From an optimization exercise on the open Yosys and OpenROAD flow, aimed at small area and a short achievable clock period; shortcuts taken in it are not production practice.
RTL that was checked went through simulation tests only; none was proved equivalent to the original.

Design mac, start of the top module:
module mac #(
    parameter N = 32
  )(
    input  wire                clk,
    input  wire                arst_n,
    input  wire                ce,
    input  wire                sload,
    input  wire signed [N-1:0] A,
    input  wire signed [N-1:0] B,
    output wire                pvalid,
    output wire signed [N-1:0] P
  );
  reg  [31:0] a_n;
  reg  [15:0] one_n;
  reg  [15:0] two_n;
  reg  [15:0] neg;
  reg  [31:0] acc_hi;
  reg  [31:0] acc_lo;
  reg         sl;
  reg         hz;
  reg         pv;
  reg         v;
  wire [63:0] acc_in = {acc_hi & {32{~hz}}, acc_lo};
  wire [63:0] row0;
  wire [63:0] row1;
  wire [63:0] sum;
  wire [32:0] bx = {B, 1'b0};
  wire [15:0] b_one;
  wire [15:0] b_two;
  genvar j;
  generate
    for (j = 0; j < 16; j = j + 1) begin : enc
      assign b_one[j] = bx[2*j+1] ^ bx[2*j];
      assign b_two[j] = (bx[2*j+2] & ~bx[2*j+1] & ~bx[2*j]) | (~bx[2*j+2] & bx[2*j+1] & bx[2*j]);
    end
  endgenerate
  wire ld_ab = ce & ~sload;
  always @(posedge clk) begin
    if (ld_ab) begin
      a_n   <= ~A;
      one_n <= ~b_one;
      two_n <= ~b_two;
      neg   <= {B[31], B[29], B[27], B[25], B[23], B[21], B[19], B[17],
                B[15], B[13], B[11], B[9], B[7], B[5], B[3], B[1]};
    end
  end
  wire ld_acc = ce & ~sl;
  always @(posedge clk) begin
    if (ld_acc)
      acc_hi <= sum[63:32];
  end
  always @(posedge clk or negedge arst_n) begin
    if (!arst_n)
      acc_lo <= 32'd0;
    else if (ld_acc)
      acc_lo <= sum[31:0];
  end
  always @(posedge clk or negedge arst_n) begin
    if (!arst_n) begin
      sl <= 1'b1;
      hz <= 1'b1;
      pv <= 1'b0;
      v  <= 1'b0;
    end else if (ce) begin
      sl <= sload;
      hz <= sl;
      pv <= sl & ~hz;
      v  <= sl;
    end
  end
  wire       show = sl & ~hz;
  wire [3:0] pshow;
  generate
    for (j = 0; j < 4; j = j + 1) begin : psel
  ...
For scale: roughly 2500 cells after synthesis, ~100 I/O pins, about 31000 sq um of cells after synthesis.
Settings: LEC_CHECK=0, CAP_MARGIN=60, CORE_MARGIN=2, CORE_UTILIZATION=40, SETUP_SLACK_MARGIN=5, SLEW_MARGIN=60, SYNTH_HIERARCHICAL=1; clock period 16.5 ns.
run.sh (not shown) runs the stock make flow with config.mk's settings and CLKGATE_MAP_FILE= SYNTH_SCRIPT=/design/flow/synth_recipe.tcl, a recipe that flattens the netlist after the stock synthesis.
The baseline produced a clean layout.
Rerun with:
==> flow/flow/run.sh (new file) <==
#!/bin/bash
# Layout flow: the standard flow (standard.sh) with two changes.
#  1. After the standard synthesis, combinational cells that ABC upsized but
#     that drive only a few loads get their smallest size back
#     (flow/downsize.tcl); nothing else in the netlist changes.
#  2. Ports are buffered with buf_2 cells instead of clkdlybuf4s50_1, the
#     delay cell that buffer_ports picks by default.
# Each step's output goes to its own log here; ORFS's own logs are under orfs/logs.
set -euo pipefail
bash standard.sh synth > synth.log 2>&1
SYNTH_ODB=$PWD/orfs/results/sky130hd/mac/base/1_synth.odb \
  openroad -no_init -exit flow/downsize.tcl > downsize.log 2>&1
BUFFER_PORTS_ARGS="-buffer_cell sky130_fd_sc_hd__buf_2" \
  bash standard.sh finish > layout.log 2>&1
==> flow/flow/downsize.tcl (new file) <==
# Give combinational cells that synthesis upsized, but that drive at most
# MAX_FANOUT loads, their smallest drive strength again. Registers, buffers
# and inverters are left alone; repair_design later fixes any slew or
# capacitance this breaks.
set max_fanout 3
set odb_file $::env(SYNTH_ODB)
read_db $odb_file
set db [ord::get_db]
set block [ord::get_db_block]
set count 0
foreach inst [$block getInsts] {
  set m [[$inst getMaster] getName]
  if {![regexp {^(sky130_fd_sc_hd__([a-z0-9]+))_([0-9]+)$} $m -> base kind size]} { continue }
  if {$size == 1 || $size == 0} { continue }
  if {[regexp {^(df|edf|sdf|dl|buf|clkbuf|inv|clkinv|dly|clkdly|conb|tap|fill|decap)} $kind]} { continue }
  set small [$db findMaster ${base}_1]
  if {$small eq "NULL"} { continue }
  set fanout 0
  foreach it [$inst getITerms] {
    if {![$it isOutputSignal]} { continue }
    set net [$it getNet]
    if {$net eq "NULL"} { continue }
    incr fanout [expr {[llength [$net getITerms]] - 1 + [llength [$net getBTerms]]}]
  }
  if {$fanout > $max_fanout} { continue }
  if {[$inst swapMaster $small]} { incr count }
}
puts "downsize: $count instances set to their smallest size"
write_db $odb_file
==> flow/standard.sh (new file) <==
#!/bin/bash
# synth_recipe.tcl (not shown) runs the flow's synth.tcl, then flattens the netlist and writes it again
# the make line also repeats each setting of config.mk as NAME=value (left out here)
make -C /OpenROAD-flow-scripts/flow DESIGN_CONFIG=/design/flow/config.mk WORK_HOME=/design/flow/orfs CLKGATE_MAP_FILE= SYNTH_SCRIPT=/design/flow/synth_recipe.tcl "${@:-finish}"
removed: flow/run.sh
Outcome: The changed run completed without violations. Sequential cell count is unchanged. Critical path depth stays the same. Global-route usage rose by 1.8 points.
No functional check of the RTL was part of any run of this note.

---

Setup of delta:
Another version of the RTL of mac (not shown whole).
For scale: roughly 2,300 cells after synthesis, roughly 26,000 um2 of cells after synthesis.
==> flow/config.mk <==
export PLATFORM = sky130hd
export DESIGN_NAME = mac
export DESIGN_NICKNAME = mac
export VERILOG_FILES = /design/flow/design.v
export SDC_FILE = /design/flow/constraint.sdc
export NUM_CORES = 4
export LEC_CHECK = 0
export CAP_MARGIN = 20
export CORE_MARGIN = 2
export CORE_UTILIZATION = 60
export SETUP_SLACK_MARGIN = 5
export SLEW_MARGIN = 20
export SYNTH_HIERARCHICAL = 1
==> flow/constraint.sdc <==
create_clock -name core_clock -period 16.5 [get_ports {clk}]
set_input_delay 3.3000 -clock core_clock [delete_from_list [all_inputs] [get_ports {clk}]]
set_output_delay 3.3000 -clock core_clock [all_outputs]
set_load 0.01 [all_outputs]
standard.sh (not shown) runs the stock make flow with config.mk's settings and CLKGATE_MAP_FILE= SYNTH_SCRIPT=/design/flow/synth_recipe.tcl, a recipe that flattens the netlist after the stock synthesis.
==> flow/flow/run.sh <==
#!/bin/bash
# Layout flow: the standard flow (standard.sh) with three changes.
#  1. After the standard synthesis, combinational cells that ABC upsized but
#     that drive only a few loads get their smallest size back
#     (flow/downsize.tcl); nothing else in the netlist changes.
#  2. Ports are buffered with buf_2 cells instead of clkdlybuf4s50_1, the
#     delay cell that buffer_ports picks by default.
#  3. Timing repair aims at 9.3 ns of setup slack (a 7.2 ns period) instead
#     of config.mk's SETUP_SLACK_MARGIN; the clock and constraints are the same.
# Each step's output goes to its own log here; ORFS's own logs are under orfs/logs.
set -euo pipefail
bash standard.sh synth > synth.log 2>&1
SYNTH_ODB=$PWD/orfs/results/sky130hd/mac/base/1_synth.odb \
  openroad -no_init -exit flow/downsize.tcl > downsize.log 2>&1
BUFFER_PORTS_ARGS="-buffer_cell sky130_fd_sc_hd__buf_2" \
  bash standard.sh SETUP_SLACK_MARGIN=9.3 finish > layout.log 2>&1
==> flow/flow/downsize.tcl <==
# Give combinational cells that synthesis upsized, but that drive at most
# MAX_FANOUT loads, their smallest drive strength again. Registers, buffers
# and inverters are left alone; repair_design later fixes any slew or
# capacitance this breaks.
set max_fanout 3
set odb_file $::env(SYNTH_ODB)
read_db $odb_file
set db [ord::get_db]
set block [ord::get_db_block]
set count 0
foreach inst [$block getInsts] {
  set m [[$inst getMaster] getName]
  if {![regexp {^(sky130_fd_sc_hd__([a-z0-9]+))_([0-9]+)$} $m -> base kind size]} { continue }
  if {$size == 1 || $size == 0} { continue }
  if {[regexp {^(df|edf|sdf|dl|buf|clkbuf|inv|clkinv|dly|clkdly|conb|tap|fill|decap)} $kind]} { continue }
  set small [$db findMaster ${base}_1]
  if {$small eq "NULL"} { continue }
  set fanout 0
  foreach it [$inst getITerms] {
    if {![$it isOutputSignal]} { continue }
    set net [$it getNet]
    if {$net eq "NULL"} { continue }
    incr fanout [expr {[llength [$net getITerms]] - 1 + [llength [$net getBTerms]]}]
  }
  if {$fanout > $max_fanout} { continue }
  if {[$inst swapMaster $small]} { incr count }
}
puts "downsize: $count instances set to their smallest size"
write_db $odb_file
Having completed the whole flow, delta delivered a layout that passed the timing, design-rule and antenna checks.
Inputs modified between delta and pepper:
Settings: CORE_UTILIZATION changed from 60 to 70.
diff --git a/flow/flow/run.sh b/flow/flow/run.sh
--- a/flow/flow/run.sh
+++ b/flow/flow/run.sh
@@ -1,4 +1,4 @@
 #!/bin/bash
-# Layout flow: the standard flow (standard.sh) with three changes.
+# Layout flow: the standard flow (standard.sh) with four changes.
 #  1. After the standard synthesis, combinational cells that ABC upsized but
 #     that drive only a few loads get their smallest size back
@@ -8,4 +8,6 @@
 #  3. Timing repair aims at 9.3 ns of setup slack (a 7.2 ns period) instead
 #     of config.mk's SETUP_SLACK_MARGIN; the clock and constraints are the same.
+#  4. The pin placer keeps ce, arst_n, sload, pvalid and P on one edge
+#     (flow/pins.tcl), so the paths from ce and arst_n to the outputs stay short.
 # Each step's output goes to its own log here; ORFS's own logs are under orfs/logs.
 set -euo pipefail
@@ -13,4 +15,5 @@
 SYNTH_ODB=$PWD/orfs/results/sky130hd/mac/base/1_synth.odb \
   openroad -no_init -exit flow/downsize.tcl > downsize.log 2>&1
+PRE_IO_PLACEMENT_TCL=$PWD/flow/pins.tcl \
 BUFFER_PORTS_ARGS="-buffer_cell sky130_fd_sc_hd__buf_2" \
   bash standard.sh SETUP_SLACK_MARGIN=9.3 finish > layout.log 2>&1
==> flow/flow/pins.tcl (new file) <==
# Keep the ports whose paths cross the design in one cycle (ce, arst_n ->
# P, pvalid) together on the top edge; the operands go on the other edges.
set_io_pin_constraint -pin_names {ce arst_n sload pvalid P[*]} -region top:*
set_io_pin_constraint -pin_names {A[*]} -region left:*
set_io_pin_constraint -pin_names {B[*]} -region right:*
## What came out
- Both conditions hold for pepper: the flow ran to the end and the final layout passed the timing, design-rule and antenna checks.
- The smallest setup slack after layout of pepper exceeds that of delta by 0.060 ns.
- Between pepper and delta, the wire length of the first global-routing pass figures differ only marginally.
- Summary of pepper over delta: met1 layer usage reported by global route has increased.
- The run showing the smaller fraction of final layout cells with drive strength greater than 1 is pepper.
- Of pepper and delta, the higher final cycle utilization of the critical path belongs to delta.
- pepper vs delta — via count climbed by a few percent
Changes in cedar relative to pepper:
Settings: CAP_MARGIN changed from 20 to 60; CORE_UTILIZATION changed from 70 to 60; SLEW_MARGIN changed from 20 to 60.
==> flow/flow/run.sh <==
#!/bin/bash
# Layout flow: the standard flow (standard.sh) with two changes.
#  1. After the standard synthesis, combinational cells that ABC upsized but
#     that drive only a few loads get their smallest size back
#     (flow/downsize.tcl); nothing else in the netlist changes.
#  2. Ports are buffered with buf_2 cells instead of clkdlybuf4s50_1, the
#     delay cell that buffer_ports picks by default.
# Each step's output goes to its own log here; ORFS's own logs are under orfs/logs.
set -euo pipefail
bash standard.sh synth > synth.log 2>&1
SYNTH_ODB=$PWD/orfs/results/sky130hd/mac/base/1_synth.odb \
  openroad -no_init -exit flow/downsize.tcl > downsize.log 2>&1
BUFFER_PORTS_ARGS="-buffer_cell sky130_fd_sc_hd__buf_2" \
  bash standard.sh finish > layout.log 2>&1
removed: flow/flow/pins.tcl
==> comparison <==
No stage failed in cedar, and the final checks on the layout all came back clean.
Changes observed in cedar relative to pepper: maximum fanout along the worst path picked up an extra 4; layout cell share with drive strength beyond 1 moved down; highest attainable clock frequency down about 3.5%.
Summary of cedar over pepper: share of cell area taken by multi-input logic gates now sits higher; hold slack moved down; time the final worst path needs with I/O delays and setup higher; proportion of cell area occupied by registers now larger.
Input changes introduced in willow (baseline for comparison: cedar):
Settings: CAP_MARGIN now 20, was 60; SLEW_MARGIN now 20, was 60.
--- outcome ---
- Per the comparison of willow with cedar, utilization after layout decreased by 0.43 points relative to the old numbers.
- Diff cedar -> willow: number of global-route vias before repair fell by 120, synthesized netlist cell count essentially unchanged, cell area decreased by 0.64% relative to the old numbers.
- willow: number of fill cells lower than cedar

-- re-timing with driven ports --
The results above use ideal ports. As a check the final layouts listed here were re-extracted and re-timed, cells and wires unchanged.
Step 1 assumes that a clkbuf_16 drives the clock port and a buf_2 every other input.
Step 2, shift: input delay + t, output delay - t, t = (earliest + latest rising clock arrival at the registers) / 2. This alone moves slack from input paths to output paths.
a / b / c = no drivers / after step 1 / after step 2; a / b = the first two.
run	shift t [ns]	setup slack, ns	cell pins on the clock port's net
the first run of note 1	0.572	8.559 / 8.540 / 8.540	1
the second run of note 1	0.556	8.928 / 8.900 / 8.900	1
delta	0.558	9.066 / 9.016 / 9.016	1
pepper	0.568	9.126 / 9.073 / 9.073	1
cedar	0.556	8.855 / 8.832 / 8.832	1
willow	0.562	8.869 / 8.845 / 8.845	1
After both steps every run listed still meets setup and hold. The setup slack of pepper, which loses most, moves by -0.053 ns with the drivers and by -0.053 ns with both steps.
